What follows belongs to an exercise in optimizing a design on an open flow for small area and a short achievable clock period; a production flow would make more cautious choices.
The RTL was checked by simulation tests, not by an equivalence proof against the original design.
Power is estimated from default activity; no workload was simulated.

==> design.v <==
module mproc (input wire clk, reset, input wire [15:0] d_in, output wire [6:0] addr, output wire [15:0] d_out);
  reg  [6:0]   pc;
  reg  [10:0]  ir;       
  reg  [1:0]   cls;      
  reg  [127:0] rf;       
  reg  [15:0]  opa, opb; 
  reg          f, l, c;  
  wire e   = ~f & ~l;
  wire ld  = cls == 2'b10;
  wire ef  = e & ~ld;
  wire el  = e & ld;
  wire jmp = (cls == 2'b01) & ef;
  wire wr  = el | (ef & (cls == 2'b00));
  wire [7:0] sa = 8'd1 << d_in[2:0];
  wire [7:0] sb = 8'd1 << d_in[5:3];
  reg [15:0] ra, rb;
  integer k;
  always @* begin
    ra = 16'd0; rb = 16'd0;
    for (k = 0; k < 8; k = k + 1) begin
      ra = ra | (rf[16*k +: 16] & {16{sa[k]}});
      rb = rb | (rf[16*k +: 16] & {16{sb[k]}});
    end
  end
  wire [15:0] a = opa, b = opb;
  wire [1:0]  op = ir[10:9];
  wire [17:0] s2 = {1'b0, a, 1'b1} + {1'b0, b ^ {16{op[0]}}, op[0]};
  wire [16:0] s  = s2[17:1];
  wire [15:0] res = op[1] ? (op[0] ? (a | b) : (a & b)) : s[15:0];
  wire nz = |d_in[13:11];
  wire [1:0] cls_in = {d_in[15] | (~d_in[14] & nz), d_in[14] | (~d_in[15] & nz)};
  wire [15:0] wd = reset ? 16'd0 : (el ? d_in : res);
  wire [2:0]  wa = ir[8:6];
  wire        fs = f & ~reset;
  wire        ua = reset | f | (wr & (wa == ir[2:0]));
  wire        ub = reset | f | (wr & (wa == ir[5:3]));
  integer i;
  always @(posedge clk) begin
    c <= s[16];
    for (i = 0; i < 8; i = i + 1)
      if (reset | (wr & (wa == i))) rf[16*i +: 16] <= wd;
    if (ua) opa <= fs ? ra : wd;
    if (ub) opb <= fs ? rb : wd;
    if (reset) begin
      pc <= 7'd0; ir <= 11'd0; cls <= 2'b00; f <= 1'b1; l <= 1'b0; c <= 1'b0;
    end else begin
      if (el | f) pc <= pc + 7'd1;
      else if (jmp & c) pc <= pc - ir[6:0];
      if (f) begin ir <= d_in[10:0]; cls <= cls_in; end
      f <= l | ef;
      l <= el;
    end
  end
  assign addr  = pc;
  assign d_out = opa;
endmodule
==> run.sh <==
#!/bin/bash
# synth_recipe.tcl (not shown) runs the flow's synth.tcl, then flattens the netlist and writes it again
# the make line also repeats each setting of config.mk as NAME=value (left out here)
make -C /OpenROAD-flow-scripts/flow DESIGN_CONFIG=/design/flow/config.mk WORK_HOME=/design/flow/orfs CLKGATE_MAP_FILE= SYNTH_SCRIPT=/design/flow/synth_recipe.tcl finish
==> config.mk <==
export PLATFORM = sky130hd
export DESIGN_NAME = mproc
export DESIGN_NICKNAME = mproc
export VERILOG_FILES = /design/flow/design.v
export SDC_FILE = /design/flow/constraint.sdc
export NUM_CORES = 4
export LEC_CHECK = 0
export ABC_AREA = 1
export CAP_MARGIN = 20
export CORE_MARGIN = 2
export CORE_UTILIZATION = 70
export SETUP_SLACK_MARGIN = 5.0
export SLEW_MARGIN = 20
==> constraint.sdc <==
create_clock -name core_clock -period 8.5 [get_ports {clk}]
set_input_delay 1.7000 -clock core_clock [delete_from_list [all_inputs] [get_ports {clk}]]
set_output_delay 1.7000 -clock core_clock [all_outputs]
set_load 0.01 [all_outputs]
==> results of run 1 <==
## power groups by stage
stage	Sequential (mW)	Combinational (mW)	Clock, mW
2_1_floorplan	1.37	0.586	0
3_3_place_gp	1.40	0.849	0
5_1_grt	1.41	0.991	0.802
3_5_place_dp	1.40	0.861	0
6_report	1.40	0.904	0.774
4_1_cts	1.39	0.877	0.767
## worst max-delay path, delay by kind of cell
kind,cells,cell delay (ns)
buffers and inverters,3,0.96
AND/OR/NAND/NOR,3,0.67
AO/OA/AOI/OAI,2,0.25
## how the worst max path moves through the flow
stage | startpoint | endpoint | slack (ns) | cells after the start
floorplan | reset | rf[112] | 5.44 | 4
global placement | reset | opa[3] | 4.44 | 7
detailed placement | reset | opa[3] | 4.32 | 7
CTS | d_in[2] | opa[13] | 4.97 | 9
global route | d_in[4] | opb[6] | 5.00 | 8
finish | d_in[4] | opb[6] | 5.07 | 8
## synthesized netlist by cell type
master	number
nand2_2	1
and2_1	1
nand3_1	41
or2_2	1
o2111ai_1	17
a21oi_2	1
o41ai_1	10
o221ai_1	8
o22ai_1	64
clkbuf_2	1
o2bb2ai_1	1
buf_6	1
dfxtp_1	23
nor2_2	3
nor4_1	3
o311ai_0	1
nor2_4	1
xor2_1	23
inv_1	181
fa_1	1
clkbuf_1	13
nor3_1	5
buf_1	3
o21bai_1	1
o21ai_0	62
nand4_1	4
maj3_1	15
or3_1	1
nand3_2	5
buf_4	3
and3_1	1
edfxtp_1	160
ha_1	26
nor2_1	68
buf_2	19
inv_2	6
a21oi_1	62
a22oi_1	3
a21o_1	1
o31ai_1	14
o211ai_1	7
nand3b_1	3
nand2_1	202
xnor2_1	6
o21ai_1	6
## area by class of cell
| type | instances | area [µm²] | area share [%] |
|---|---|---|---|
| Clock buffer | 18 | 429.2 | 3.812 |
| Clock inverter | 13 | 140.1 | 1.245 |
| Inverter | 187 | 716.9 | 6.368 |
| Multi-Input combinational cell | 669 | 3887 | 34.53 |
| Sequential cell | 183 | 5265 | 46.77 |
| Tap cell | 180 | 225.2 | 2.000 |
| Timing Repair Buffer | 62 | 594.3 | 5.279 |
## cells by family after synthesis
family / after synthesis
AND/OR/NAND/NOR: 340
AO/OA/AOI/OAI: 258
flip-flops: 183
buffers and inverters: 227
XOR/XNOR: 29
adder cells (fa/ha/maj): 42
## per-layer routing
layer  vias to the layer above  wire (µm)  global-route usage (%)
met4                         0       1389                   18.61
met5                         -          0                       0
li1                       3811          -                       -
met3                       148       3946                   8.625
met2                       698      12860                   61.53
met1                      3942      10560                   52.01
## timing repair
action	CTS	global route
setup buffers	6	1
endpoints found under the setup margin	32	17
gates resized for setup	14	10
## metrics by stage
stage / power, mW / setup WS, ns / hold slack, ns / cell area, µm² / instances
after floorplan: 1.958 / 5.438 / 0.4319 / 9911 / 1079
after global placement: 2.247 / 4.439 / 0.4659 / 10530 / 1274
after detailed placement: 2.266 / 4.315 / 0.4628 / 10530 / 1274
after CTS: 3.032 / 4.972 / 0.4985 / 11230 / 1311
after global routing: 3.206 / 5.005 / 0.5187 / 11260 / 1312
final: 3.074 / 5.068 / 0.5024 / 11260 / 1312
## sequential cells by signal, indices dropped and copies added (netlist names)
name,count
ir,11
f,1
c,1
cls,2
pc,7
rf,128
opb,16
opa,16
l,1
## layout by cell type (no fill, tap or decap), types with 10 or more instances in the layout
cell	instances
o31ai_1	14
o41ai_2	10
o21ai_0	61
edfxtp_1	160
nand3_1	38
clkdlybuf4s50_1	34
ha_1	26
buf_4	20
maj3_1	15
nand2_1	201
nor2_1	67
a21oi_1	60
inv_1	177
xor2_1	23
clkbuf_16	17
dfxtp_1	23
o22ai_1	64
o2111ai_1	17
==> run summary, run 1 <==
* Hold_sp: l
* Area leader, netlist: edfxtp_1
* Overall routing resource usage at 39.09%
* CTS Sinks at 183
* Sequential share of the synthesized area at 53.12%
* Synthesized area at 9911 µm²
* Max clock buf depth at 2
* DR iter-0 viols at 1523
* Setup TNS at 0 ns
* Initial antenna violation count at 0
* Fin. max-slew vios at 0
* Period utilization at 40.38%
* Worst Path Arrival at 3.59 ns
* Die Span Y at 123.0 µm
* Initial Util at 71.40%
* Critical Path Sink Type: flop
* Final Core Density at 81.11%
* First-pass GRT wire length at 43080 µm
* Htree depth at 4
* FF-to-FF path depth at 14
* Worst endpoint required time at 8.65 ns
* Clock share of power at 25.2%
* Routed length per placed instance at 21.92 µm
* Worst Hold End: f
* Power Dens Cells at 273.0 nW/µm²
* Max Clock Skew at 0.01189 ns
* Final ANT Viol Nets at 0
* # fillers at 882
* XOR/XNOR Fraction of Synth Area at 2.563%
* Nets at 1165
* Die ar. at 15130 µm²
* Drt pass-1 iters at 6
* Hold bufs inserted after CTS at 0
* Vias per inst at 6.554
* Gate power share at 29.4%
* Setup CP Type: in -> reg
* R2r endpoint: rf[127]
* Cell Rows at 43
* Compound-gate portion of the synthesized area at 15.93%
* Largest net degree at the start of global routing at 35
* Final hold violation count at 0
* Largest family of logic cells by synthesized area: compound AO/OA/AOI/OAI gates
* Endpoints failing setup at 0
* Leak at 4.896 nW
* Crit path cell chain: clkdlybuf4s15_1 > inv_1 > nand3_1 > inv_1 > nand2_1 > o21ai_0 > nor4_1 > o21ai_0
* Port-buffer cells at 40
* Post-Route WL at 28760 µm
* Syn Inst Count at 1079
* DRC Markers at 0
* Post-Synth Adder-Cell Area at 4.999%
* Number of global-route vias before repair at 7977
* Largest cells by area after synthesis: edfxtp_1, nand2_1, inv_1
* Worst reg2reg startpoint: ir[9]
* Post-Synth Simple-Gate Area at 14.34%
* Diode count at 0
* Net Sw Frac at 35.17%
* Tmin final at 3.432 ns
* Root Buffer: clkbuf_16
* Worst Setup Start Kind: primary input
* Mux contribution to synthesized area at 0%
* Share of power burned in registers at 45.4%
* Max_cap viols at 0
* Total number of yosys warnings at 1
* Max-slew headroom at 45.52%
* Reg2Reg Setup Slack at 5.27 ns
* Die Wd at 123.0 µm
* Later-pin clock latency in the skew report at 0.44 ns
* Peak VDD IR at 0.0002413 V
* RSZ-0062 raised after global routing: no
* Gr ovfl total at 0
* TritonCTS clock tree: built
* Int Pwr at 1.993 mW
* CTS Buf Count at 17
* Share of Yosys cell area claimed by the top area cell type at 48.48%
* Clock-pin slew on the worst setup and hold paths at 0.07 ns
* Hold depth at 2
* Synth unique cells at 45
* Syn nets at 1124
* DR vias at 8599
* Share of cells above drive strength 1 at 7.951%
* Hold Path Class: reg -> reg
* Area Growth Syn to Fin at 13.60%
* Worst slew pin tran at 0.8172 ns
* Core area at 13880 µm²
* NetSw at 1.081 mW
* Maximum clock rate at 291.4 MHz
* Syn avg cell area at 9.185 µm²
* I/O pins at 41
* Slowest library cell on the worst path: clkdlybuf4s15_1
* Worst stage delay on the critical path at 0.46 ns
* Status: timing/DRC/antenna clean
* Worst Path Max Fanout at 16
* HPWL after DPL at 18330 µm
* GPL Wtd Cong at 0.9084
* #FFs+latches synth at 183
==> run 2: changes to the inputs <==
--- a/config.mk
+++ b/config.mk
@@ -9,5 +9,5 @@
 export CAP_MARGIN = 20
 export CORE_MARGIN = 2
-export CORE_UTILIZATION = 70
+export CORE_UTILIZATION = 40
 export SETUP_SLACK_MARGIN = 5.0
 export SLEW_MARGIN = 20
==> run 2 against run 1 <==
Still clean. Sequential power is essentially flat. Via count shrank 4.8%. Register-to-register slack gained 0.02 ns. Cell count grew 11%. Clock skew grew 0.00083 ns. Fmax shrank 0.67%. Clock power shrank 3%. Clock-buffer cell count is the same. First-iteration DRC count shrank 30%. Power shrank 0.64%. Critical path depth is the same. Routed wire length grew 5.5%. Critical path type unchanged. Largest power group unchanged. Highest routed layer unchanged.
==> run summary, run 2 <==
* Worst Path Max Fanout at 16 (unchanged)
* Later-pin clock latency in the skew report at 0.43 ns (about the same)
* Initial antenna violation count at 0 (unchanged)
* Crit-path leading delay family: buffers and inverters
* Root Buffer: clkbuf_16
* Endpoints failing setup at 0 (unchanged)
* Hold Path Class: reg -> reg
* Commonest non-fill, non-tap cell in the layout: nand2_1
* CTS Buf Count at 17 (unchanged)
* Cell Rows at 57 (+33%)
* Worst endpoint required time at 8.67 ns (+0.02 ns)
* Max-slew headroom at 44.63% (-0.89 points)
* Core area at 24320 µm² (+75%)
* DR WL met2 at 13710 µm (+6.6%)
* Synth cell count leaders: nand2_1, inv_1, edfxtp_1
* Share of Yosys cell area claimed by the top area cell type at 48.48% (unchanged)
* TritonCTS clock tree: built
* Nets at 1169 (+0.34%)
* Max_cap viols at 0 (unchanged)
* Top Registers: rf (128), opa (16), opb (16)
* First-pass GRT wire length at 46130 µm (+7.1%)
* Maximum clock rate at 289.4 MHz (-0.67%)
* RSZ-0062 raised after global routing: yes
* Syn Inst Count at 1079 (unchanged)
* Diode count at 0 (unchanged)
* Total number of yosys warnings at 1 (unchanged)
* # fillers at 2287 (+160%)
* Post-synth EDFFs at 160 (unchanged)
* Power Dens Cells at 266.1 nW/µm² (-2.5%)
* Die Span Y at 161.4 µm (+31%)
* Drt pass-1 iters at 7 (+1)
* HPWL after DPL at 19830 µm (+8.2%)
* Htree depth at 4 (unchanged)
* Vias per inst at 5.601 (-15%)
* Max Clock Skew at 0.01272 ns (+0.0008253 ns)
* Tmin final at 3.455 ns (+0.02323 ns)
* Max layer used: met4
* Max reg flops at 128 (unchanged)
* Post-synth top flop: edfxtp_1
* DR vias at 8183 (-4.8%)
* Setup CP Type: in -> reg
* I/O pins at 41 (unchanged)
* Period utilization at 40.65% (+0.27 points)
* Synth unique cells at 45 (unchanged)
* Syn nets at 1124 (unchanged)
* Syn avg cell area at 9.185 µm² (unchanged)
* Met3 WL at 2916 µm (-26%)
* Gr ovfl total at 0 (unchanged)
* Post-Route WL at 30340 µm (+5.5%)
* DR iter-0 viols at 1070 (-30%)
* Area after DPL at 10710 µm² (+1.6%)
* Count leader, synth: nand2_1
* Share of cells above drive strength 1 at 8.619% (+0.67 points)
* Synthesized area at 9911 µm² (unchanged)
* Largest cells by area after synthesis: edfxtp_1, nand2_1, inv_1
* Leak at 4.889 nW (-0.16%)
* Routed length per placed instance at 20.77 µm (-5.2%)
* Clock-pin slew on the worst setup and hold paths at 0.07 ns (about the same)
* Max clock buf depth at 2 (unchanged)
* Worst stage delay on the critical path at 0.66 ns (+0.20 ns)
* Cell area after layout at 11480 µm² (+1.9%)
* Fin. max-slew vios at 0 (unchanged)
* Area Growth Syn to Fin at 15.79%
* Final ANT Viol Nets at 0 (unchanged)
* Number of global-route vias before repair at 7747 (-2.9%)
* Crit path cell chain: clkdlybuf4s50_1 > inv_2 > nand3_4 > o22ai_1 > nor2_1 > o2111ai_1 > o21ai_0 > nand2_1
* Setup TNS at 0 ns (unchanged)
* Status: timing/DRC/antenna clean
* Port-buffer cells at 40 (unchanged)
* WP buf/inv at 2 (-1)
* Worst slew pin tran at 0.8202 ns (+0.002994 ns)
* Met1 Routed Length at 12790 µm (+21%)
* Largest net degree at the start of global routing at 35 (unchanged)
* #FFs+latches synth at 183 (unchanged)
* Critical Path Sink Type: flop
* Peak VDD IR at 0.0001554 V (-36%)
* Slowest library cell on the worst path: clkdlybuf4s50_1
* Sequential share of the synthesized area at 53.12% (unchanged)
* GPL Wtd Cong at 0.9167 (+0.91%)
* Area leader, netlist: edfxtp_1
* Commonest non-fill, non-tap cells in the layout: nand2_1, inv_1, edfxtp_1
* DRC Markers at 0 (unchanged)
* Die ar. at 26050 µm² (+72%)
* Initial Util at 40.75% (-31 points)
* Final hold violation count at 0 (unchanged)
* Overall routing resource usage at 23.44% (-16 points)
* Biggest register: rf
* Worst Setup Start Kind: primary input
* CTS Sinks at 183 (unchanged)
* Async SR Flop Fraction at 0% (unchanged)
* Die Wd at 161.4 µm (+31%)
* Hold bufs inserted after CTS at 0 (unchanged)
* Worst Path Arrival at 3.63 ns (+0.04 ns)
[run 2: power breakdown]
group          switching (mW)  internal [mW]  total, mW  leakage [nW]
Sequential              0.112           1.27       1.38          1.86
Clock                   0.349          0.405      0.754         0.262
Combinational           0.607          0.312      0.919          2.76
Total                    1.07           1.99       3.05          4.89
[run 2: repair_timing]
action                     in CTS  in global routing
cloned                          0                  0
setup endpoints to repair      22                 35
gates resized for setup        16                 10
buffers inserted                8                  4
[run 2: cell families after synthesis]
| group | Yosys count | synth area share [%] |
|---|---|---|
| flops | 183 | 53.12 |
| fa+ha+maj | 42 | 4.999 |
| xor+xnor | 29 | 2.563 |
| buf+inv | 227 | 9.039 |
| compound gates | 258 | 15.93 |
| simple gates | 340 | 14.34 |
[run 2: metal layers]
metal | track usage (%) | vias up
met2 | 37.63 | 460
met5 | 0 | -
met3 | 5.110 | 67
met1 | 31.47 | 3819
met4 | 8.157 | 0
li1 | - | 3837
[run 2: worst min-delay path: cells and delay by family, from the launching register on]
family,cells,cell delay [ns]
AOI/OAI and AO/OA,1,0.08
buffers and inverters,1,0.07
DFF,1,0.32
[run 2: per-stage QoR]
stage | total power [mW] | cells | util, % | hold slack, ns | worst slack, ns
2_1_floorplan | 1.958 | 1079 | - | 0.4319 | 5.438
3_3_place_gp | 2.280 | 1417 | 44.02 | 0.4977 | 4.199
3_5_place_dp | 2.285 | 1417 | 44.02 | 0.4983 | 4.362
4_1_cts | 3.039 | 1457 | 46.88 | 0.5069 | 4.985
5_1_grt | 3.219 | 1461 | 47.19 | 0.5305 | 4.945
6_report | 3.054 | 1461 | 47.19 | 0.5104 | 5.045
[run 2: cell type report]
| cell class | count | area (µm²) | share of cell area [%] |
|---|---|---|---|
| Tap cell | 324 | 405.4 | 3.532 |
| Multi-Input combinational cell | 669 | 3896 | 33.95 |
| Sequential cell | 183 | 5265 | 45.88 |
| Clock buffer | 18 | 429.2 | 3.740 |
| Timing Repair Buffer | 66 | 633.1 | 5.517 |
| Clock inverter | 14 | 123.9 | 1.079 |
| Inverter | 187 | 723.2 | 6.302 |
[run 2: path summary, 6_finish.rpt]
path | startpoint | end | slack, ns | cells past startpoint
setup / recovery | d_in[5] | opb[5] | 5.04 | 8
hold / removal | cls[0] | cls[0] | 0.51 | 2
setup reg to reg | f | pc[6] | 5.29 | 16
hold reg to reg | cls[0] | cls[0] | 0.51 | 2
==> run 3: changes to the inputs <==
--- a/config.mk
+++ b/config.mk
@@ -6,5 +6,4 @@
 export NUM_CORES = 4
 export LEC_CHECK = 0
-export ABC_AREA = 1
 export CAP_MARGIN = 20
 export CORE_MARGIN = 2
==> run 3 against run 2 <==
Clock power up 2.8%. Synthesized cell count down 18%. Cell area up 1.5%. Power up 8.1%.
==> run summary, run 3 <==
* Worst Path Max Fanout at 39 (+23)
* Post-CTS setup buffer count at 0 (-8)
* Htree depth at 4 (unchanged)
* Vias per inst at 6.107 (+9.0%)
* Cell Rows at 58 (+1.8%)
* Root Buffer: clkbuf_16
* Worst Path Arrival at 3.61 ns (-0.02 ns)
* Clock-pin slew on the worst setup and hold paths at 0.08 ns (about the same)
* Drt pass-1 iters at 7 (unchanged)
* Gr ovfl total at 0 (unchanged)
* Synthesized area at 10300 µm² (+4.0%)
* Core area at 25250 µm² (+3.8%)
* Clock share of power at 23.5% (-1.2 points)
* Later-pin clock latency in the skew report at 0.43 ns (about the same)
* Sequential share of the synthesized area at 51.11% (-2.0 points)
* Die ar. at 27060 µm² (+3.9%)
* Net Sw Frac at 35.18% (+0.24 points)
* Syn nets at 930 (-17%)
* Overall routing resource usage at 21.74% (-1.7 points)
* Area Growth Syn to Fin at 13.09%
* Max reg flops at 128 (unchanged)
* Post-Route WL at 28650 µm (-5.6%)
* Worst Setup Start Kind: primary input
* Area leader, netlist: edfxtp_1
* Final hold violation count at 0 (unchanged)
* Hold bufs inserted after CTS at 0 (unchanged)
* Tmin final at 3.446 ns (-0.009440 ns)
* Total number of yosys warnings at 1 (unchanged)
* Count leader, synth: edfxtp_1
* Max_cap viols at 0 (unchanged)
* Largest cells by area after synthesis: edfxtp_1, mux4_2, dfxtp_1
* Post-Place Worst Slack at 4.283 ns (-0.07820 ns)
* Largest net degree at the start of global routing at 64 (+83%)
* Number of global-route vias before repair at 7240 (-6.5%)
* Leak at 4.343 nW (-11%)
* CTS Buf Count at 17 (unchanged)
* TritonCTS clock tree: built
* Share of power burned in registers at 43.7% (-1.5 points)
* GPL Wtd Cong at 0.8908 (-2.8%)
* DRC Markers at 0 (unchanged)
* Top Registers: rf (128), opa (16), opb (16)
* Initial antenna violation count at 0 (unchanged)
* Share of Yosys cell area claimed by the top area cell type at 46.64% (-1.8 points)
* Hold Path Class: reg -> reg
* Critical Path Sink Type: flop
* Area after DPL at 10960 µm² (+2.4%)
* Nets at 941 (-20%)
* Post-Layout Cell Count at 1239 (-15%)
* HPWL after DPL at 19000 µm (-4.2%)
* Endpoints failing setup at 0 (unchanged)
* Setup CP Type: in -> reg
* Fin. max-slew vios at 0 (unchanged)
* Syn avg cell area at 11.64 µm² (+27%)
* Period utilization at 40.54% (-0.11 points)
* Syn Inst Count at 885 (-18%)
* Post-synth top flop: edfxtp_1
* Int Pwr at 2.140 mW (+7.7%)
* Die Wd at 164.5 µm (+1.9%)
* DR vias at 7566 (-7.5%)
* Post-synth EDFFs at 160 (unchanged)
* Maximum clock rate at 290.2 MHz (+0.27%)
* Async SR Flop Fraction at 0% (unchanged)
* #FFs+latches synth at 183 (unchanged)
* Commonest non-fill, non-tap cell in the layout: edfxtp_1
* Port-buffer cells at 40 (unchanged)
* RSZ-0062 raised after global routing: yes
* Worst slew pin tran at 1.066 ns (+0.2460 ns)
* Synth unique cells at 72 (+60%)
* Peak VDD IR at 0.0001685 V (+8.4%)
* Share of cells above drive strength 1 at 13.53% (+4.9 points)
* Minimum setup slack in the final design at 5.054 ns (+0.009440 ns)
* Diode count at 0 (unchanged)
* Final ANT Viol Nets at 0 (unchanged)
* CTS Sinks at 183 (unchanged)
* Worst endpoint required time at 8.67 ns (about the same)
* DR iter-0 viols at 820 (-23%)
* Max Clock Skew at 0.01382 ns (+0.001103 ns)
* Cells after DPL at 1207 (-15%)
* Biggest register: rf
* Max clock buf depth at 2 (unchanged)
* Routed length per placed instance at 23.12 µm (+11%)
* Final Core Density at 46.14% (-1.1 points)
* Max-slew headroom at 28.92% (-16 points)
* First-pass GRT wire length at 43820 µm (-5.0%)
* Power Dens Cells at 283.3 nW/µm² (+6.5%)
* PnR Total Power at 3.301 mW (+8.1%)
* Synth cell count leaders: edfxtp_1, nor2_1, a21oi_1
* Setup TNS at 0 ns (unchanged)
* Commonest non-fill, non-tap cells in the layout: edfxtp_1, nor2_1, a21oi_1
* Cell area after layout at 11650 µm² (+1.5%)
* Gate power share at 32.8% (+2.7 points)
* I/O pins at 41 (unchanged)
* Die Span Y at 164.5 µm (+1.9%)
* Hold Slack at 0.5433 ns (+0.03290 ns)
* Status: timing/DRC/antenna clean
* NetSw at 1.161 mW (+8.8%)
* Initial Util at 40.79% (+0.043 points)
-- run 3: cell count changes after synthesis, sizes merged, moves of 17 or more --
cell    delta
inv      -172
nand2    -165
nand3     -35
o21ai     -36
mux4      +28
nor2b     +17
a21oi     +17
o22ai     -57
mux2      +17
clkbuf    +21
mux2i     +39
a221oi    +21
-- run 3: final cells by class --
cell class                      instances  area [µm²]
Sequential cell                       183        5265
Timing Repair Buffer                   54       518.0
Inverter                               15       56.30
Clock inverter                         15       158.9
Tap cell                              330       412.9
Multi-Input combinational cell        625        4815
Clock buffer                           17       425.4
Fill cell                            2279       13600
-- run 3: cells by family (layout without fill, tap and decap cells) --
family / count (synthesis) / after routing / share of synthesized area [%]
buffers and inverters: 77 / 101 / 3.036
XOR/XNOR: 35 / 35 / 2.975
AND/OR/NAND/NOR: 216 / 216 / 10.10
AO/OA/AOI/OAI: 254 / 254 / 16.78
adder cells (fa/ha/maj): 36 / 36 / 4.226
multiplexers: 84 / 84 / 11.77
flip-flops: 183 / 183 / 51.11
-- run 3: critical path, stage by stage --
cell and delay [ns]:
clkdlybuf4s50_1 0.49, buf_8 0.29, mux4_2 0.54, mux2_2 0.28, a21oi_1 0.18, o41ai_1 0.09
-- run 3: what timing repair did --
item                       in CTS  in global routing
resized for setup              10                 18
setup endpoints to repair      46                 57
hold endpoints to repair        0                  0
-- run 3: worst paths after layout --
| check | start | endpoint | slack (ns) | depth (start not counted) |
|---|---|---|---|---|
| setup / recovery | d_in[3] | opb[9] | 5.05 | 6 |
| setup reg to reg | f | pc[6] | 5.18 | 12 |
| hold reg to reg | pc[2] | pc[2] | 0.54 | 2 |
| hold / removal | pc[2] | pc[2] | 0.54 | 2 |
-- run 3: layer usage --
layer,share of wire [%],vias to the layer above,track usage [%]
met5,0,-,0
li1,-,3467,-
met4,1.7,0,5.534
met3,7.3,38,3.290
met2,45,311,34.27
met1,46,3750,31.54
-- run 3: power by group through the flow --
stage                     clock (mW)  sequential (mW)  combinational [mW]
after floorplan                    0             1.41               0.731
after global placement             0             1.45                1.04
after detailed placement           0             1.46                1.05
after CTS                      0.787             1.44                1.06
after global routing           0.819             1.47                1.18
final                          0.775             1.44                1.08
==> run 4: changes to the inputs <==
--- a/design.v
+++ b/design.v
@@ -12,15 +12,23 @@
   wire jmp = (cls == 2'b01) & ef;
   wire wr  = el | (ef & (cls == 2'b00));
-  wire [7:0] sa = 8'd1 << d_in[2:0];
-  wire [7:0] sb = 8'd1 << d_in[5:3];
-  reg [15:0] ra, rb;
-  integer k;
-  always @* begin
-    ra = 16'd0; rb = 16'd0;
-    for (k = 0; k < 8; k = k + 1) begin
-      ra = ra | (rf[16*k +: 16] & {16{sa[k]}});
-      rb = rb | (rf[16*k +: 16] & {16{sb[k]}});
-    end
-  end
+  wire       fs = f & ~reset;
+  wire [7:0] sa = (8'd1 << d_in[2:0]) & {8{fs}};
+  wire [7:0] sb = (8'd1 << d_in[5:3]) & {8{fs}};
+  wire [15:0] ra = (rf[15:0] & {16{sa[0]}}) |
+                     (rf[31:16] & {16{sa[1]}}) |
+                     (rf[47:32] & {16{sa[2]}}) |
+                     (rf[63:48] & {16{sa[3]}}) |
+                     (rf[79:64] & {16{sa[4]}}) |
+                     (rf[95:80] & {16{sa[5]}}) |
+                     (rf[111:96] & {16{sa[6]}}) |
+                     (rf[127:112] & {16{sa[7]}});
+  wire [15:0] rb = (rf[15:0] & {16{sb[0]}}) |
+                     (rf[31:16] & {16{sb[1]}}) |
+                     (rf[47:32] & {16{sb[2]}}) |
+                     (rf[63:48] & {16{sb[3]}}) |
+                     (rf[79:64] & {16{sb[4]}}) |
+                     (rf[95:80] & {16{sb[5]}}) |
+                     (rf[111:96] & {16{sb[6]}}) |
+                     (rf[127:112] & {16{sb[7]}});
   wire [15:0] a = opa, b = opb;
   wire [1:0]  op = ir[10:9];
@@ -32,5 +40,4 @@
   wire [15:0] wd = reset ? 16'd0 : (el ? d_in : res);
   wire [2:0]  wa = ir[8:6];
-  wire        fs = f & ~reset;
   wire        ua = reset | f | (wr & (wa == ir[2:0]));
   wire        ub = reset | f | (wr & (wa == ir[5:3]));
@@ -40,6 +47,6 @@
     for (i = 0; i < 8; i = i + 1)
       if (reset | (wr & (wa == i))) rf[16*i +: 16] <= wd;
-    if (ua) opa <= fs ? ra : wd;
-    if (ub) opb <= fs ? rb : wd;
+    if (ua) opa <= ra | (wd & {16{~fs}});
+    if (ub) opb <= rb | (wd & {16{~fs}});
     if (reset) begin
       pc <= 7'd0; ir <= 11'd0; cls <= 2'b00; f <= 1'b1; l <= 1'b0; c <= 1'b0;
--- a/config.mk
+++ b/config.mk
@@ -6,7 +6,8 @@
 export NUM_CORES = 4
 export LEC_CHECK = 0
+export ABC_AREA = 1
 export CAP_MARGIN = 20
 export CORE_MARGIN = 2
-export CORE_UTILIZATION = 40
+export CORE_UTILIZATION = 50
 export SETUP_SLACK_MARGIN = 5.0
 export SLEW_MARGIN = 20
==> run 4 against run 3 <==
Fmax decreased by 0.57%. Clock power decreased by 6.8%. Combinational power shrank 19%. Setup slack worse by 0.020 ns. Flip-flop and latch count unchanged. Sequential power is essentially flat. Largest power group unchanged. Critical path type unchanged. Highest routed layer unchanged. Synthesized area down 4.8%. Power is 8.2% lower.
==> run summary, run 4 <==
* Status: timing/DRC/antenna clean
* Max clock buf depth at 2 (unchanged)
* Hold depth at 2 (unchanged)
* Final ANT Viol Nets at 0 (unchanged)
* CTS Sinks at 183 (unchanged)
* Gr ovfl total at 0 (unchanged)
* First-pass GRT wire length at 44880 µm (+2.4%)
* Cells after DPL at 1357 (+12%)
* Sequential share of the synthesized area at 53.67% (+2.6 points)
* Area leader, netlist: edfxtp_1
* Share of Yosys cell area claimed by the top area cell type at 48.98% (+2.3 points)
* Setup CP Type: in -> reg
* Multi-input logic area at 3965 µm² (-18%)
* Power Dens Cells at 270.3 nW/µm² (-4.6%)
* Post-synth top flop: edfxtp_1
* Initial antenna violation count at 0 (unchanged)
* Worst Path Max Fanout at 10 (-74%)
* Commonest non-fill, non-tap cell in the layout: nand2_1
* Hold Slack at 0.4448 ns (-0.09852 ns)
* Crit path cell chain: clkdlybuf4s50_1 > nor2_1 > nand2_2 > inv_2 > a32o_1 > nor3_1 > nand2_1
* Root Buffer: clkbuf_16
* Peak VDD IR at 0.0001541 V (-8.6%)
* WP buf/inv at 2 (unchanged)
* #FFs+latches synth at 183 (unchanged)
* Worst path depth at 7 (+1)
* Die Span Y at 144.1 µm (-12%)
* Htree depth at 4 (unchanged)
* Diode count at 0 (unchanged)
* Clock-pin slew on the worst setup and hold paths at 0.07 ns (about the same)
* HPWL after DPL at 20860 µm (+9.8%)
* FF-to-FF path depth at 11 (-1)
* Worst Setup Start Kind: primary input
* Synthesized area at 9809 µm² (-4.8%)
* Post-Place Worst Slack at 3.803 ns (-0.4806 ns)
* Share of cells above drive strength 1 at 8.584% (-4.9 points)
* TritonCTS clock tree: built
* Worst endpoint required time at 8.66 ns (about the same)
* GPL Wtd Cong at 0.9308 (+4.5%)
* Post-Route WL at 30150 µm (+5.2%)
* Reg area at 5265 µm² (unchanged)
* Syn Inst Count at 1067 (+21%)
* Total number of yosys warnings at 1 (unchanged)
* Post-synth EDFFs at 160 (unchanged)
* Synth cell count leaders: nand2_1, edfxtp_1, inv_1
* DR vias at 8032 (+6.2%)
* Tmin final at 3.466 ns (+0.01983 ns)
* Max reg flops at 128 (unchanged)
* Die ar. at 20750 µm² (-23%)
* Largest cells by area after synthesis: edfxtp_1, nand2_1, inv_1
* Syn nets at 1112 (+20%)
* Biggest register: rf
* Max Clock Skew at 0.01394 ns (+0.0001173 ns)
* Core area at 19330 µm² (-23%)
* Port-buffer cells at 40 (unchanged)
* Minimum setup slack in the final design at 5.034 ns (-0.01983 ns)
* Worst Path Arrival at 3.63 ns (+0.02 ns)
* Slowest library cell on the worst path: clkdlybuf4s50_1
* Later-pin clock latency in the skew report at 0.43 ns (about the same)
* Vias per inst at 5.758 (-5.7%)
* CTS Buf Count at 17 (unchanged)
* Leak at 4.688 nW (+8.0%)
* RSZ-0062 raised after global routing: yes
* Max-slew headroom at 40.93% (+12 points)
* Worst stage delay on the critical path at 0.65 ns (+0.11 ns)
* Endpoints failing setup at 0 (unchanged)
* Nets at 1163 (+24%)
* Syn avg cell area at 9.193 µm² (-21%)
* Overall routing resource usage at 29.95% (+8.2 points)
* Post-Layout Cell Count at 1395 (+13%)
* Worst slew pin tran at 0.8828 ns (-0.1833 ns)
* Die Wd at 144.1 µm (-12%)
* Initial Util at 50.73% (+9.9 points)
* Count leader, synth: nand2_1
* Area Growth Syn to Fin at 14.30%
* Crit-path leading delay family: buffers and inverters
* Drt pass-1 iters at 5 (-2)
* Critical Path Sink Type: flop
* DRC Markers at 0 (unchanged)
* Final hold violation count at 0 (unchanged)
* Fin. max-slew vios at 0 (unchanged)
* # fillers at 1701 (-25%)
* Number of global-route vias before repair at 7321 (+1.1%)
* Maximum clock rate at 288.6 MHz (-0.57%)
* Synth unique cells at 44 (-39%)
* Async SR Flop Fraction at 0% (unchanged)
* Commonest non-fill, non-tap cells in the layout: nand2_1, edfxtp_1, inv_1
* DR iter-0 viols at 1011 (+23%)
* Largest net degree at the start of global routing at 37 (-42%)
* Final Core Density at 57.99% (+12 points)
* Routed length per placed instance at 21.61 µm (-6.5%)
* Setup TNS at 0 ns (unchanged)
* I/O pins at 41 (unchanged)
* Period utilization at 40.77% (+0.23 points)
* Hold Path Class: reg -> reg
* Top Registers: rf (128), opa (16), opb (16)
* Cell Rows at 51 (-12%)
* Max_cap viols at 0 (unchanged)
run 4: cell count changes in the layout (fill, tap and decap cells not counted), moves of 15 or more:
cell and change:
nand2_1 +233, inv_1 +116, mux2i_1 -39, mux4_2 -28
nand3_1 +27, a21oi_1 -23, nor2_1 -23, o21ai_0 +23
o22ai_1 +18, mux2_2 -16, a221oi_1 -15, buf_4 +15
nand4_1 +15
run 4: cell families after synthesis:
logic type / share of synthesized area, %
buf+inv: 7.054
flops: 53.67
compound gates: 12.36
fa+ha+maj: 4.949
xor+xnor: 2.500
simple gates: 19.46
run 4: area by class of cell:
| cell class | instances | share of cell area [%] |
|---|---|---|
| multi-input cells | 709 | 35.36 |
| clock buffers | 17 | 3.794 |
| repair buffers | 63 | 5.089 |
| clock inverters | 14 | 0.9039 |
| well taps | 265 | 2.957 |
| inverters | 144 | 4.932 |
| flip-flops and latches | 183 | 46.96 |
run 4: worst paths after layout:
path	startpoint	endpoint	slack, ns
setup / recovery	d_in[2]	opa[10]	5.03
hold / removal	l	f	0.44
setup reg to reg	ir[9]	rf[20]	5.20
hold reg to reg	l	f	0.44
run 4: per-layer routing:
layer,share of wire (%),global-route usage [%]
met1,43,42.99
met2,44,46.72
met3,9.9,4.669
met4,3.1,9.959
met5,0,0
run 4: what timing repair did:
action	in CTS	in global routing
resized for setup	11	8
hold buffers	0	0
setup buffers	3	4
endpoints found under the hold margin	0	0
setup endpoints to repair	80	14
run 4: worst min-delay path: stages, from the launching register on:
cell and delay (ns):
dfxtp_1 0.33, nor2_1 0.04, nand2_1 0.05
run 4: through the flow:
stage / cell area [µm²] / total power [mW]
2_1_floorplan: 9809 / 1.960
3_3_place_gp: 10590 / 2.300
3_5_place_dp: 10590 / 2.304
4_1_cts: 11170 / 3.018
5_1_grt: 11210 / 3.186
6_report: 11210 / 3.031
run 4: power by group:
part           switching [mW]  internal [mW]  total [mW]
clock                   0.347          0.375       0.722
combinational           0.574          0.296       0.870
sequential              0.148           1.29        1.44
total                    1.07           1.96        3.03
==> run 5: changes to the inputs <==
==> flow/run.sh (new file) <==
#!/bin/bash
# The standard layout, with repair_timing aiming for a larger setup margin and
# plain buffers on the ports.
set -euo pipefail
bash standard.sh SETUP_SLACK_MARGIN=5.8 "BUFFER_PORTS_ARGS=-buffer_cell sky130_fd_sc_hd__buf_2" finish > run_standard.log 2>&1
==> standard.sh (new file) <==
#!/bin/bash
# synth_recipe.tcl (not shown) runs the flow's synth.tcl, then flattens the netlist and writes it again
# the make line also repeats each setting of config.mk as NAME=value (left out here)
make -C /OpenROAD-flow-scripts/flow DESIGN_CONFIG=/design/flow/config.mk WORK_HOME=/design/flow/orfs CLKGATE_MAP_FILE= SYNTH_SCRIPT=/design/flow/synth_recipe.tcl "${@:-finish}"
removed: run.sh
==> run 5 against run 4 <==
Clock power increased by about 10%. Setup slack better by 0.64 ns. Sequential power barely moved. Cell area grew 14%. Hold slack improved by 0.0090 ns. Fmax increased by 23%. Clock-buffer cell count stayed put. Critical path type is now reg -> out. Combinational power rose by 21%. Still clean on timing, DRC and antenna. Global-route usage up 2.0 points. Register-to-register slack improved by 0.68 ns.
==> run summary, run 5 <==
* Crit path cell chain: buf_2
* First-pass GRT wire length at 48220 µm (+7.4%)
* Biggest register: rf
* Worst endpoint required time at 6.80 ns (-1.86 ns)
* Largest net degree at the start of global routing at 35 (-5.4%)
* Area Growth Syn to Fin at 29.73%
* Commonest non-fill, non-tap cells in the layout: nand2_1, edfxtp_1, inv_1
* Worst stage delay on the critical path at 0.50 ns (-0.15 ns)
* Critical Path Sink Type: primary output
* Synth cell count leaders: nand2_1, edfxtp_1, inv_1
* Initial antenna violation count at 0 (unchanged)
* Max reg flops at 128 (unchanged)
* Core area at 19330 µm² (unchanged)
* Clock share of power at 24.2% (+0.4 points)
* RSZ-0062 raised after global routing: yes
* TritonCTS clock tree: built
* DRC Markers at 0 (unchanged)
* Cell Rows at 51 (unchanged)
* Status: timing/DRC/antenna clean
* Die Span Y at 144.1 µm (unchanged)
* Commonest non-fill, non-tap cell in the layout: nand2_1
* Clock-pin slew on the worst setup and hold paths at 0.07 ns (about the same)
* Drt pass-1 iters at 5 (unchanged)
* GPL Wtd Cong at 0.9045 (-2.8%)
* Post-synth EDFFs at 160 (unchanged)
* Max-slew headroom at 62.01% (+21 points)
* Worst Path Max Fanout at 4 (-6)
* Sequential share of the synthesized area at 53.67% (unchanged)
* Max Clock Skew at 0.01377 ns (-0.0001638 ns)
* FF-to-FF path depth at 14 (+3)
* HPWL after DPL at 21060 µm (+0.96%)
* Fin. max-slew vios at 0 (unchanged)
* Worst Hold End: f
* Post-synth top flop: edfxtp_1
* Port-buffer cells at 40 (unchanged)
* Share of Yosys cell area claimed by the top area cell type at 48.98% (unchanged)
* Max clock buf depth at 2 (unchanged)
* Crit-path leading delay family: flip-flops
* Leak at 5.452 nW (+16%)
* Peak VDD IR at 0.0001604 V (+4.1%)
* Vias per inst at 5.896 (+2.4%)
* #FFs+latches synth at 183 (unchanged)
* Diode count at 0 (unchanged)
* Hold Slack at 0.4538 ns (+0.008955 ns)
* Area leader, netlist: edfxtp_1
* CTS Buf Count at 17 (unchanged)
* Worst reg2reg startpoint: opa[5]
* Die ar. at 20750 µm² (unchanged)
* I/O pins at 41 (unchanged)
* Slowest library cell on the worst path: edfxtp_1
* CTS Sinks at 183 (unchanged)
* Post-Route WL at 33510 µm (+11%)
* Period utilization at 33.20% (-7.6 points)
* Htree depth at 4 (unchanged)
* Final hold violation count at 0 (unchanged)
* Number of global-route vias before repair at 8013 (+9.5%)
* Start point of the critical path: opa[1]
* NetSw at 1.207 mW (+13%)
* Worst slew pin tran at 0.5692 ns (-0.3136 ns)
* Top Registers: rf (128), opa (16), opb (16)
* DR iter-0 viols at 933 (-7.7%)
* Setup TNS at 0 ns (unchanged)
* R2r endpoint: opb[14]
* Syn Inst Count at 1067 (unchanged)
* Endpoints failing setup at 0 (unchanged)
* Syn avg cell area at 9.193 µm² (unchanged)
* Total number of yosys warnings at 1 (unchanged)
* Int Pwr at 2.080 mW (+6.0%)
* Setup CP Type: reg -> out
* Initial Util at 50.73% (unchanged)
* Hold depth at 2 (unchanged)
* Power Dens Cells at 258.3 nW/µm² (-4.5%)
* Largest cells by area after synthesis: edfxtp_1, nand2_1, inv_1
* DR vias at 8690 (+8.2%)
* Net Sw Frac at 36.71% (+1.4 points)
* Maximum clock rate at 354.3 MHz (+23%)
* Syn nets at 1112 (unchanged)
* Overall routing resource usage at 31.97% (+2.0 points)
* Root Buffer: clkbuf_16
* Synth unique cells at 44 (unchanged)
* Hold_sp: l
* Die Wd at 144.1 µm (unchanged)
* Nets at 1241 (+6.7%)
* Share of power burned in registers at 44.0% (-3.5 points)
* Final ANT Viol Nets at 0 (unchanged)
* Worst Setup Start Kind: flop
* Tmin final at 2.822 ns (-0.6434 ns)
* Synthesized area at 9809 µm² (unchanged)
* Max_cap viols at 0 (unchanged)
* Hold Path Class: reg -> reg
* WP buf/inv at 1 (-1)
* Share of cells above drive strength 1 at 27.46% (+19 points)
* Reg2Reg Setup Slack at 5.88 ns (+0.68 ns)
* Later-pin clock latency in the skew report at 0.44 ns (about the same)
* Count leader, synth: nand2_1
* Async SR Flop Fraction at 0% (unchanged)
* Gr ovfl total at 0 (unchanged)
* Routed length per placed instance at 22.73 µm (+5.2%)
* Worst Path Arrival at 1.12 ns (-2.51 ns)
* Gate power share at 31.9% (+3.2 points)
[run 5: timing repair]
| item | 4_1_cts | 5_1_grt |
|---|---|---|
| resized for setup | 70 | 142 |
| gates cloned | 1 | 3 |
| pin swaps | 19 | 57 |
| buffers inserted | 61 | 22 |
| hold buffers | 0 | 0 |
| setup endpoints to repair | 311 | 146 |
[run 5: cell type report]
type                            instances  area (µm²)
Clock buffer                           17       425.4
Clock inverter                         15       160.2
Fill cell                            1513        6609
Inverter                              144       583.1
Multi-Input combinational cell        709        4718
Sequential cell                       183        5273
Tap cell                              265       331.6
Timing Repair Buffer                  140        1226
Timing Repair inverter                  1       8.758
[run 5: cells by family (layout without fill, tap and decap cells)]
kind of cell / count (synthesis) / after routing / share of synthesized area, %
adder cells (fa/ha/maj): 41 / 41 / 4.949
AO/OA/AOI/OAI: 195 / 195 / 12.36
flip-flops: 183 / 183 / 53.67
AND/OR/NAND/NOR: 445 / 445 / 19.46
XOR/XNOR: 28 / 28 / 2.500
buffers and inverters: 175 / 317 / 7.054
[run 5: power groups by stage]
stage | clock network [mW] | registers, mW | logic (mW)
final | 0.794 | 1.45 | 1.05
after global routing | 0.835 | 1.46 | 1.14
after CTS | 0.796 | 1.43 | 0.942
after detailed placement | 0 | 1.45 | 0.842
after global placement | 0 | 1.45 | 0.838
after floorplan | 0 | 1.41 | 0.574
[run 5: layer usage]
metal / wire length (µm) / vias up / track usage (%)
li1: - / 3948 / -
met1: 13100 / 4088 / 43.31
met2: 15370 / 557 / 50.88
met3: 3800 / 97 / 6.490
met4: 1244 / 0 / 12.38
met5: 0 / - / 0
[run 5: stage by stage]
step	instances	util (%)	instance area (µm²)	power, mW	setup WS, ns
2_1_floorplan	1067	-	10020	1.981	5.353
3_3_place_gp	1355	54.64	10570	2.291	4.072
3_5_place_dp	1355	54.64	10570	2.296	3.962
4_1_cts	1449	61.77	11940	3.165	5.693
5_1_grt	1474	65.82	12730	3.440	5.654
6_report	1474	65.82	12730	3.287	5.678
[run 5: how the worst max path moves through the flow]
stage / cells after the start / to / slack, ns
6_report: 1 / d_out[1] / 5.68
2_1_floorplan: 4 / opa[0] / 5.35
4_1_cts: 1 / d_out[1] / 5.69
3_3_place_gp: 10 / opa[0] / 4.07
3_5_place_dp: 10 / opa[0] / 3.96
5_1_grt: 1 / d_out[1] / 5.65
==> run 6: changes to the inputs <==
==> flow/run.sh (replaced) <==
#!/bin/bash
# The standard layout, with repair_timing aiming for a larger setup margin and
# plain buffers on the ports.
set -euo pipefail
bash standard.sh SETUP_SLACK_MARGIN=5.6 "BUFFER_PORTS_ARGS=-buffer_cell sky130_fd_sc_hd__buf_2" finish > run_standard.log 2>&1
--- a/config.mk
+++ b/config.mk
@@ -10,4 +10,5 @@
 export CORE_MARGIN = 2
 export CORE_UTILIZATION = 50
+export CTS_CLUSTER_SIZE = 30
 export SETUP_SLACK_MARGIN = 5.0
 export SLEW_MARGIN = 20
==> run 6 against run 5 <==
Still clean. Routed wire length decreased by 7.2%. Synthesized area unchanged. Via count down 4.8%. Fmax fell by 2.9%. Clock-buffer cell count up 1. Flip-flop and latch count did not move. Global-route usage is 1.4 points lower. Power is 4.1% lower. Register-to-register slack worse by 0.11 ns. Critical path type is now in -> reg.
==> run summary, run 6 <==
* Status: timing/DRC/antenna clean
* Drt pass-1 iters at 6 (+1)
* Syn nets at 1112 (unchanged)
* PnR Total Power at 3.153 mW (-4.1%)
* Tmin final at 2.907 ns (+0.08441 ns)
* Int Pwr at 2.003 mW (-3.7%)
* Synth unique cells at 44 (unchanged)
* DR iter-0 viols at 1008 (+8.0%)
* Crit-path leading delay family: simple AND/OR/NAND/NOR gates
* Post-synth EDFFs at 160 (unchanged)
* Number of global-route vias before repair at 7659 (-4.4%)
* Setup CP Type: in -> reg
* Setup TNS at 0 ns (unchanged)
* Final hold violation count at 0 (unchanged)
* Max Clock Skew at 0.01453 ns (+0.0007529 ns)
* Period utilization at 34.20% (+0.99 points)
* Sequential share of the synthesized area at 53.67% (unchanged)
* WP buf/inv at 4 (+3)
* First-pass GRT wire length at 45970 µm (-4.7%)
* Share of cells above drive strength 1 at 16.93% (-11 points)
* Hold Path Class: reg -> reg
* Hold bufs inserted after CTS at 0 (unchanged)
* Clock-pin slew on the worst setup and hold paths at 0.08 ns (about the same)
* Syn Inst Count at 1067 (unchanged)
* DRC Markers at 0 (unchanged)
* Gate power share at 28.5% (-3.4 points)
* Commonest non-fill, non-tap cell in the layout: nand2_1
* HPWL after DPL at 21410 µm (+1.7%)
* Share of Yosys cell area claimed by the top area cell type at 48.98% (unchanged)
* Htree depth at 4 (unchanged)
* Die ar. at 20750 µm² (unchanged)
* Area Growth Syn to Fin at 19.03%
* Final ANT Viol Nets at 0 (unchanged)
* Biggest register: rf
* Routed length per placed instance at 21.84 µm (-3.9%)
* Post-synth top flop: edfxtp_1
* Nets at 1190 (-4.1%)
* Initial Util at 50.73% (unchanged)
* Worst endpoint required time at 8.66 ns (+1.86 ns)
* Top Registers: rf (128), opa (16), opb (16)
* Endpoints failing setup at 0 (unchanged)
* Total number of yosys warnings at 1 (unchanged)
* Core area at 19330 µm² (unchanged)
* Power Dens Cells at 270.0 nW/µm² (+4.6%)
* CTS Sinks at 183 (unchanged)
* Critical Path Sink Type: flop
* DR vias at 8277 (-4.8%)
* Leak at 4.996 nW (-8.4%)
* Peak VDD IR at 0.0001541 V (-3.9%)
* Max_cap viols at 0 (unchanged)
* Synth cell count leaders: nand2_1, edfxtp_1, inv_1
* Maximum clock rate at 344.0 MHz (-2.9%)
* NetSw at 1.151 mW (-4.7%)
* Diode count at 0 (unchanged)
* Largest net degree at the start of global routing at 37 (+5.7%)
* Final Core Density at 60.39% (-5.4 points)
* Vias per inst at 5.817 (-1.3%)
* Gr ovfl total at 0 (unchanged)
* Later-pin clock latency in the skew report at 0.44 ns (about the same)
* Slowest library cell on the worst path: nor3_1
* Max clock buf depth at 2 (unchanged)
* Net Sw Frac at 36.49% (-0.22 points)
* RSZ-0062 raised after global routing: yes
* Die Wd at 144.1 µm (unchanged)
* I/O pins at 41 (unchanged)
* Share of power burned in registers at 45.8% (+1.8 points)
* Commonest non-fill, non-tap cells in the layout: nand2_1, edfxtp_1, inv_1
* TritonCTS clock tree: built
* Cell Rows at 51 (unchanged)
* Worst stage delay on the critical path at 0.20 ns (-0.30 ns)
* Count leader, synth: nand2_1
* Root Buffer: clkbuf_16
* Syn avg cell area at 9.193 µm² (unchanged)
* Max reg flops at 128 (unchanged)
* Clock share of power at 25.7% (+1.5 points)
* Die Span Y at 144.1 µm (unchanged)
* Crit path cell chain: buf_8 > clkinv_16 > nand2_4 > nor2_1 > nand2_2 > clkinvlp_4 > buf_4 > a22o_1 > nor3_1 > nand2_1
* Synthesized area at 9809 µm² (unchanged)
* Worst slew pin tran at 0.8152 ns (+0.2460 ns)
* Area leader, netlist: edfxtp_1
* GPL Wtd Cong at 0.9400 (+3.9%)
* Worst Setup Start Kind: primary input
* Fin. max-slew vios at 0 (unchanged)
* Async SR Flop Fraction at 0% (unchanged)
* Initial antenna violation count at 0 (unchanged)
* #FFs+latches synth at 183 (unchanged)
* Overall routing resource usage at 30.53% (-1.4 points)
* CTS Buf Count at 17 (unchanged)
* Worst Path Arrival at 3.07 ns (+1.95 ns)
* Worst Path Max Fanout at 16 (+12)
* Port-buffer cells at 40 (unchanged)
* Largest cells by area after synthesis: edfxtp_1, nand2_1, inv_1
* Max-slew headroom at 45.45% (-17 points)
* Post-Route WL at 31090 µm (-7.2%)
-- run 6: cell counts after synthesis --
Identical to the previous run, type by type.
-- run 6: per-stage QoR --
stage               hold slack, ns  cells  area [µm²]  setup slack [ns]
floorplan                   0.4141   1067        9893             5.353
global placement            0.4293   1355       10470             4.066
detailed placement          0.4249   1355       10470             3.987
CTS                         0.4330   1416       11490             5.496
global route                0.4738   1423       11680             5.510
finish                      0.4350   1423       11680             5.593
-- run 6: metal layers --
layer | share of wire (%) | vias to the layer above | track usage, %
li1 | - | 3828 | -
met1 | 41 | 3869 | 42.18
met2 | 45 | 491 | 48.27
met3 | 9.6 | 89 | 5.298
met4 | 3.8 | 0 | 11.92
met5 | 0 | - | 0
-- run 6: power groups by stage --
stage               combinational (mW)  clock [mW]  sequential, mW
detailed placement               0.835           0            1.46
CTS                              0.869       0.816            1.44
floorplan                        0.557           0            1.41
global route                     0.984       0.852            1.46
global placement                 0.832           0            1.45
finish                           0.898       0.811            1.44
-- run 6: cell type report --
cell class / instances / area, µm²
repair inverters: 1 / 11.26
clock inverters: 14 / 178.9
flip-flops and latches: 183 / 5265
fillers: 1693 / 7659
multi-input cells: 709 / 4235
well taps: 265 / 331.6
inverters: 144 / 580.6
repair buffers: 89 / 644.4
clock buffers: 18 / 429.2
-- run 6: cell families (layout without fill, tap and decap cells) --
logic type / Yosys count / after routing / synth area share, %
AOI/OAI and AO/OA: 195 / 195 / 12.36
buffers and inverters: 175 / 266 / 7.054
adders and majority gates: 41 / 41 / 4.949
and+or+nand+nor: 445 / 445 / 19.46
xor gates and xnor gates: 28 / 28 / 2.500
DFF: 183 / 183 / 53.67
-- run 6: path summary, 6_finish.rpt --
path | from | endpoint | slack, ns | cells past startpoint
max | reset | opb[2] | 5.59 | 10
min | l | f | 0.43 | 2
max reg2reg | ir[9] | opb[5] | 5.77 | 16
min reg2reg | l | f | 0.43 | 2
-- run 6: worst register-to-register path, cell delays in order (launching register included) --
cell and delay [ns]:
dfxtp_1 0.36, buf_12 0.23, xor2_1 0.24, ha_1 0.28, nand2_1 0.07, inv_1 0.04
nand3_1 0.07, nand2_1 0.11, nand2_1 0.10, nand2_1 0.10, nand2_1 0.07, nand3_1 0.07
nand2_1 0.09, nand2_1 0.10, nor2_2 0.32, nand2_1 0.12, nand2_1 0.18
-- run 6: timing repair --
action | CTS | global route
setup buffers | 29 | 6
pin swaps | 11 | 6
resized for setup | 40 | 26
setup endpoints to repair | 149 | 111
cloned | 0 | 1
==> run 7: changes to the inputs <==
--- a/config.mk
+++ b/config.mk
@@ -6,9 +6,7 @@
 export NUM_CORES = 4
 export LEC_CHECK = 0
-export ABC_AREA = 1
 export CAP_MARGIN = 20
 export CORE_MARGIN = 2
 export CORE_UTILIZATION = 50
-export CTS_CLUSTER_SIZE = 30
 export SETUP_SLACK_MARGIN = 5.0
 export SLEW_MARGIN = 20
==> run 7 against run 6 <==
Register-to-register slack worse by 0.16 ns. Critical path type unchanged. Sequential share of layout area is 2.9 points lower. Die area grew 0.47%. Combinational power increased by 38%. Via count up 2.4%. Clock skew rose by 0.0032 ns. Flip-flop and latch count unchanged. Setup slack got worse by 0.10 ns. Synthesized cell count down 20%. Fmax down 3.4%.
==> run summary, run 7 <==
* Post-synth top flop: edfxtp_1
* Final hold violation count at 0 (unchanged)
* I/O pins at 41 (unchanged)
* Initial Util at 50.81% (+0.078 points)
* HPWL after DPL at 21590 µm (+0.83%)
* Worst endpoint required time at 8.67 ns (about the same)
* Biggest register: rf
* Setup CP Type: in -> reg
* Top Registers: rf (128), opa (16), opb (16)
* Largest cells by area after synthesis: edfxtp_1, a22oi_1, dfxtp_1
* Maximum clock rate at 332.4 MHz (-3.4%)
* Max_cap viols at 0 (unchanged)
* Syn nets at 902 (-19%)
* CTS Buf Count at 17 (unchanged)
* Commonest non-fill, non-tap cell in the layout: edfxtp_1
* Share of cells above drive strength 1 at 30.03% (+13 points)
* Final ANT Viol Nets at 0 (unchanged)
* Die Span Y at 144.4 µm (+0.24%)
* Hold_sp: pc[6]
* Cells after DPL at 1125 (-17%)
* Syn Inst Count at 857 (-20%)
* Endpoints failing setup at 0 (unchanged)
* Area leader, netlist: edfxtp_1
* GPL Wtd Cong at 0.9422 (+0.23%)
* Area Growth Syn to Fin at 26.83%
* Synth unique cells at 80 (+82%)
* Slowest library cell on the worst path: or3b_1
* Clock-pin slew on the worst setup and hold paths at 0.08 ns (about the same)
* Overall routing resource usage at 33.52% (+3.0 points)
* Worst Path Max Fanout at 16 (unchanged)
* Async SR Flop Fraction at 0% (unchanged)
* Port-buffer cells at 40 (unchanged)
* Diode count at 0 (unchanged)
* DRC Markers at 0 (unchanged)
* Status: timing/DRC/antenna clean
* DR vias at 8477 (+2.4%)
* Post-Layout Cell Count at 1224 (-14%)
* Sequential share of the synthesized area at 53.41% (-0.26 points)
* Syn avg cell area at 11.50 µm² (+25%)
* Core area at 19400 µm² (+0.33%)
* Die Wd at 144.4 µm (+0.24%)
* Max Clock Skew at 0.01770 ns (+0.003174 ns)
* Cell area after layout at 12500 µm² (+7.1%)
* CTS Sinks at 183 (unchanged)
* Synthesized area at 9857 µm² (+0.48%)
* Power Dens Cells at 287.9 nW/µm² (+6.6%)
* Total number of yosys warnings at 1 (unchanged)
* Root Buffer: clkbuf_16
* Htree depth at 4 (unchanged)
* First-pass GRT wire length at 50550 µm (+10%)
* Worst Setup Start Kind: primary input
* TritonCTS clock tree: built
* Max-slew headroom at 48.62% (+3.2 points)
* Worst stage delay on the critical path at 0.37 ns (+0.17 ns)
* Tmin final at 3.008 ns (+0.1017 ns)
* Hold Path Class: reg -> reg
* Peak VDD IR at 0.0001430 V (-7.2%)
* Most frequent CP cell: buf_4
* PnR Total Power at 3.599 mW (+14%)
* Post-synth EDFFs at 160 (unchanged)
* Area after DPL at 10530 µm² (+0.61%)
* Gr ovfl total at 0 (unchanged)
* Vias per inst at 6.926 (+19%)
* Worst slew pin tran at 0.7679 ns (-0.04730 ns)
* Nets at 991 (-17%)
* Max clock buf depth at 2 (unchanged)
* DR iter-0 viols at 999 (-0.89%)
* Cell Rows at 51 (unchanged)
* Count leader, synth: edfxtp_1
* Max reg flops at 128 (unchanged)
* Worst reg2reg startpoint: ir[9]
* Post-Route WL at 34570 µm (+11%)
* #FFs+latches synth at 183 (unchanged)
* Initial antenna violation count at 1 (+1)
* Drt pass-1 iters at 6 (unchanged)
* Commonest non-fill, non-tap cells in the layout: edfxtp_1, a22oi_1, buf_4
* Setup TNS at 0 ns (unchanged)
* Largest net degree at the start of global routing at 39 (+5.4%)
* RSZ-0062 raised after global routing: yes
* Later-pin clock latency in the skew report at 0.44 ns (about the same)
* Start point of the critical path: d_in[3]
* Routed length per placed instance at 28.25 µm (+29%)
* Synth cell count leaders: edfxtp_1, a22oi_1, nor2_1
* Worst Path Arrival at 3.18 ns (+0.11 ns)
* Leak at 4.697 nW (-6.0%)
* Number of global-route vias before repair at 8267 (+7.9%)
* Die ar. at 20850 µm² (+0.47%)
* Period utilization at 35.39% (+1.2 points)
* Critical Path Sink Type: flop
* Crit path cell chain: buf_4 > nand2b_4 > buf_4 > nor3_2 > buf_4 > a221oi_4 > nand3_2 > or3b_1
* Fin. max-slew vios at 0 (unchanged)
* Share of Yosys cell area claimed by the top area cell type at 48.74% (-0.24 points)
[run 7: changes by cell type after synthesis, sizes merged, moves of 15 or more]
cell    previous run  this run
a221oi             6        21
buf               19        39
o22ai             25         3
nand2            277        49
a22oi              3        84
inv              144         6
o21ai             60        39
nand3             38        18
[run 7: critical path, delay by kind of cell]
| kind | cells | cell delay, ns |
|---|---|---|
| and+or+nand+nor | 4 | 0.70 |
| buffers and inverters | 3 | 0.49 |
| AOI/OAI and AO/OA | 1 | 0.27 |
[run 7: final cells by class]
cell class	instances	area (µm²)
clock buffer	17	425.4
multi-input combinational	616	5102
sequential	183	5269
timing repair buffer	122	1151
fill	1536	6897
tap	265	331.6
inverter	6	26.28
clock inverter	15	196.4
[run 7: path summary, 6_finish.rpt]
kind	slack (ns)	cells after the start	endpoint
setup / recovery	5.49	8	opb[12]
hold / removal	0.52	2	pc[6]
setup reg to reg	5.61	9	rf[127]
hold reg to reg	0.52	2	pc[6]
[run 7: power breakdown]
| group | switching [mW] | internal (mW) |
|---|---|---|
| combinational | 0.750 | 0.490 |
| sequential | 0.198 | 1.33 |
| clock | 0.405 | 0.429 |
[run 7: per-stage QoR]
stage | util, % | hold WS, ns | setup slack [ns]
floorplan | - | 0.4784 | 5.353
global placement | 54.29 | 0.4652 | 4.427
detailed placement | 54.29 | 0.4981 | 4.347
CTS | 61.91 | 0.5100 | 5.507
global route | 64.45 | 0.5296 | 5.492
finish | 64.45 | 0.5195 | 5.492
[run 7: kinds of logic after synthesis]
logic type / count (synthesis) / share of synthesized area (%)
AO/OA/AOI/OAI: 287 / 21.08
AND/OR/NAND/NOR: 231 / 12.62
flip-flops: 183 / 53.41
buffers and inverters: 59 / 2.704
XOR/XNOR: 41 / 3.643
adder cells (fa/ha/maj): 38 / 4.620
multiplexers: 18 / 1.917
[run 7: repair_timing]
item | 4_1_cts | 5_1_grt
gates cloned | 5 | 1
pin swaps | 25 | 28
setup buffers | 49 | 12
gates resized for setup | 72 | 72
hold buffers | 0 | 0
endpoints found under the setup margin | 313 | 156
[run 7: routing by layer]
layer / global-route usage [%] / up-vias / wire [µm]
li1: - / 3604 / -
met1: 43.78 / 4160 / 13390
met2: 53.06 / 567 / 15950
met3: 7.682 / 146 / 3509
met4: 16.04 / 0 / 1719
met5: 0 / - / 0
==> run 8: changes to the inputs <==
--- a/config.mk
+++ b/config.mk
@@ -6,7 +6,9 @@
 export NUM_CORES = 4
 export LEC_CHECK = 0
+export ABC_AREA = 1
 export CAP_MARGIN = 20
 export CORE_MARGIN = 2
 export CORE_UTILIZATION = 50
+export CTS_BUF_LIST = sky130_fd_sc_hd__clkbuf_8
 export SETUP_SLACK_MARGIN = 5.0
 export SLEW_MARGIN = 20
==> run 8 against run 7 <==
Still clean. Non-clock buffer count decreased by 25. Utilization down 5.1 points. Routed wire length is 11% lower. Clock power is 27% lower. Sequential share of layout area increased by 3.7 points. Sequential power shrank 6%. Clock skew rose by 0.0013 ns. Flip-flop and latch count did not move. First-iteration DRC count is 16% lower. Largest power group unchanged. Highest routed layer unchanged.
==> run summary, run 8 <==
* HPWL after DPL at 21410 µm (-0.82%)
* Area after DPL at 10470 µm² (-0.61%)
* Crit path cell chain: buf_4 > inv_8 > nand2_4 > nor2_1 > nand2_2 > clkinvlp_4 > buf_4 > nand2_1 > nand3_1 > a21oi_1 > nand4_1 > a21oi_1 > nand2_1
* Synth cell count leaders: nand2_1, edfxtp_1, inv_1
* Root Buffer: clkbuf_8
* Clock share of power at 20.6% (-2.6 points)
* Worst endpoint required time at 8.73 ns (+0.06 ns)
* Crit-path leading delay family: simple AND/OR/NAND/NOR gates
* Int Pwr at 1.841 mW (-18%)
* Routed length per placed instance at 21.59 µm (-24%)
* Port-buffer cells at 40 (unchanged)
* Area leader, netlist: edfxtp_1
* Worst stage delay on the critical path at 0.17 ns (-0.20 ns)
* Leak at 4.923 nW (+4.8%)
* Cell area after layout at 11480 µm² (-8.2%)
* GPL Wtd Cong at 0.9400 (-0.23%)
* Worst reg2reg startpoint: ir[9]
* CTS Sinks at 183 (unchanged)
* Net Sw Frac at 37.78% (+0.17 points)
* TritonCTS clock tree: built
* Max reg flops at 128 (unchanged)
* Sequential share of the synthesized area at 53.67% (+0.26 points)
* Nets at 1197 (+21%)
* Biggest register: rf
* Maximum clock rate at 340.6 MHz (+2.5%)
* Status: timing/DRC/antenna clean
* Share of power burned in registers at 48.5% (+6.1 points)
* Worst Setup Start Kind: primary input
* Async SR Flop Fraction at 0% (unchanged)
* Vias per inst at 5.752 (-17%)
* Share of Yosys cell area claimed by the top area cell type at 48.98% (+0.24 points)
* Max_cap viols at 0 (unchanged)
* Cell Rows at 51 (unchanged)
* DR iter-0 viols at 842 (-16%)
* Syn avg cell area at 9.193 µm² (-20%)
* Final ANT Viol Nets at 0 (unchanged)
* NetSw at 1.118 mW (-17%)
* Fin. max-slew vios at 0 (unchanged)
* Post-synth top flop: edfxtp_1
* #FFs+latches synth at 183 (unchanged)
* CTS Buf Count at 17 (unchanged)
* Start point of the critical path: reset
* Initial antenna violation count at 0 (-1)
* DRC Markers at 0 (unchanged)
* Top Registers: rf (128), opa (16), opb (16)
* Post-Route WL at 30880 µm (-11%)
* Worst Path Arrival at 3.16 ns (-0.02 ns)
* Period utilization at 34.54% (-0.85 points)
* Clock-pin slew on the worst setup and hold paths at 0.11 ns (+0.03 ns)
* Hold bufs inserted after CTS at 0 (unchanged)
* Endpoints failing setup at 0 (unchanged)
* Commonest non-fill, non-tap cell in the layout: nand2_1
* Setup CP Type: in -> reg
* Slowest library cell on the worst path: buf_4
* Number of global-route vias before repair at 7637 (-7.6%)
* Htree depth at 4 (unchanged)
* Gate power share at 30.9% (-3.6 points)
* Synthesized area at 9809 µm² (-0.48%)
* Worst Path Max Fanout at 31 (+15)
* RSZ-0062 raised after global routing: yes
* First-pass GRT wire length at 46020 µm (-9.0%)
* Largest cells by area after synthesis: edfxtp_1, nand2_1, inv_1
* DR vias at 8226 (-3.0%)
* Diode count at 0 (unchanged)
* I/O pins at 41 (unchanged)
* Drt pass-1 iters at 5 (-1)
* Peak VDD IR at 0.0001538 V (+7.5%)
* Synth unique cells at 44 (-45%)
* Worst slew pin tran at 0.8372 ns (+0.06924 ns)
* Setup TNS at 0 ns (unchanged)
* Tmin final at 2.936 ns (-0.07201 ns)
* Gr ovfl total at 0 (unchanged)
* Final hold violation count at 0 (unchanged)
* Total number of yosys warnings at 1 (unchanged)
* Power Dens Cells at 257.8 nW/µm² (-10%)
* Max Clock Skew at 0.01898 ns (+0.001283 ns)
* Die Wd at 144.1 µm (-0.24%)
* Critical Path Sink Type: flop
* Max-slew headroom at 43.98% (-4.6 points)
* Later-pin clock latency in the skew report at 0.48 ns (+0.04 ns)
* Core area at 19330 µm² (-0.33%)
* Die ar. at 20750 µm² (-0.47%)
* Die Span Y at 144.1 µm (-0.24%)
* Syn nets at 1112 (+23%)
* Hold_sp: l
* WP buf/inv at 4 (+1)
* Syn Inst Count at 1067 (+25%)
* Share of cells above drive strength 1 at 17.00% (-13 points)
* Max clock buf depth at 2 (unchanged)
* Overall routing resource usage at 30.57% (-2.9 points)
* Count leader, synth: nand2_1
* Hold Slack at 0.4434 ns (-0.07606 ns)
* Post-synth EDFFs at 160 (unchanged)
* Area Growth Syn to Fin at 17.00%
* # fillers at 1734 (+13%)
* Largest net degree at the start of global routing at 37 (-5.1%)
* Hold Path Class: reg -> reg
* Initial Util at 50.73% (-0.078 points)
* Commonest non-fill, non-tap cells in the layout: nand2_1, edfxtp_1, inv_1
* PnR Total Power at 2.958 mW (-18%)
run 8: stage by stage:
stage	util, %	cells	setup WS [ns]
finish	59.36	1430	5.564
global route	59.36	1430	5.547
CTS	58.36	1415	5.503
detailed placement	54.14	1355	3.987
global placement	54.14	1355	4.066
floorplan	-	1067	5.353
run 8: kinds of logic (layout without fill, tap and decap cells):
logic type,count (synthesis),count (layout),synth area share [%]
XOR/XNOR,28,28,2.500
adder cells (fa/ha/maj),41,41,4.949
buffers and inverters,175,273,7.054
flip-flops,183,183,53.67
AND/OR/NAND/NOR,445,445,19.46
AO/OA/AOI/OAI,195,195,12.36
run 8: area by class of cell:
cell class / instances / area [µm²] / share of cell area (%)
flip-flops and latches: 183 / 5265 / 45.87
multi-input cells: 709 / 4195 / 36.55
repair buffers: 97 / 709.4 / 6.181
inverters: 144 / 559.3 / 4.873
well taps: 265 / 331.6 / 2.889
clock buffers: 17 / 234.0 / 2.039
clock inverters: 15 / 182.7 / 1.592
run 8: what timing repair did:
action                                  4_1_cts  5_1_grt
buffers inserted                             28       15
pin swaps                                    10        6
endpoints found under the setup margin      151      128
resized for setup                            38       16
run 8: worst paths after layout:
kind              slack, ns      end  depth (start not counted)
setup / recovery       5.56  opb[10]                         13
hold reg to reg        0.44        f                          2
setup reg to reg       5.78   opb[5]                         16
hold / removal         0.44        f                          2
run 8: per-layer routing:
metal	wire, µm	global-route usage, %
met1	12920	42.26
met2	14100	48.55
met3	2901	5.331
met4	961	11.40
met5	0	0
run 8: worst reg2reg max path: cells and delay by family, from the launching register on:
family        cells  cell delay (ns)
simple gates     12             1.42
fa+ha+maj         1             0.28
flops             1             0.37
buf+inv           2             0.26
xor+xnor          1             0.23
run 8: power by group through the flow:
stage          clock, mW  sequential [mW]  combinational (mW)
6_report           0.610             1.43               0.914
4_1_cts            0.618             1.43               0.874
3_3_place_gp           0             1.45               0.832
3_5_place_dp           0             1.46               0.835
5_1_grt            0.652             1.46                1.00
2_1_floorplan          0             1.41               0.557
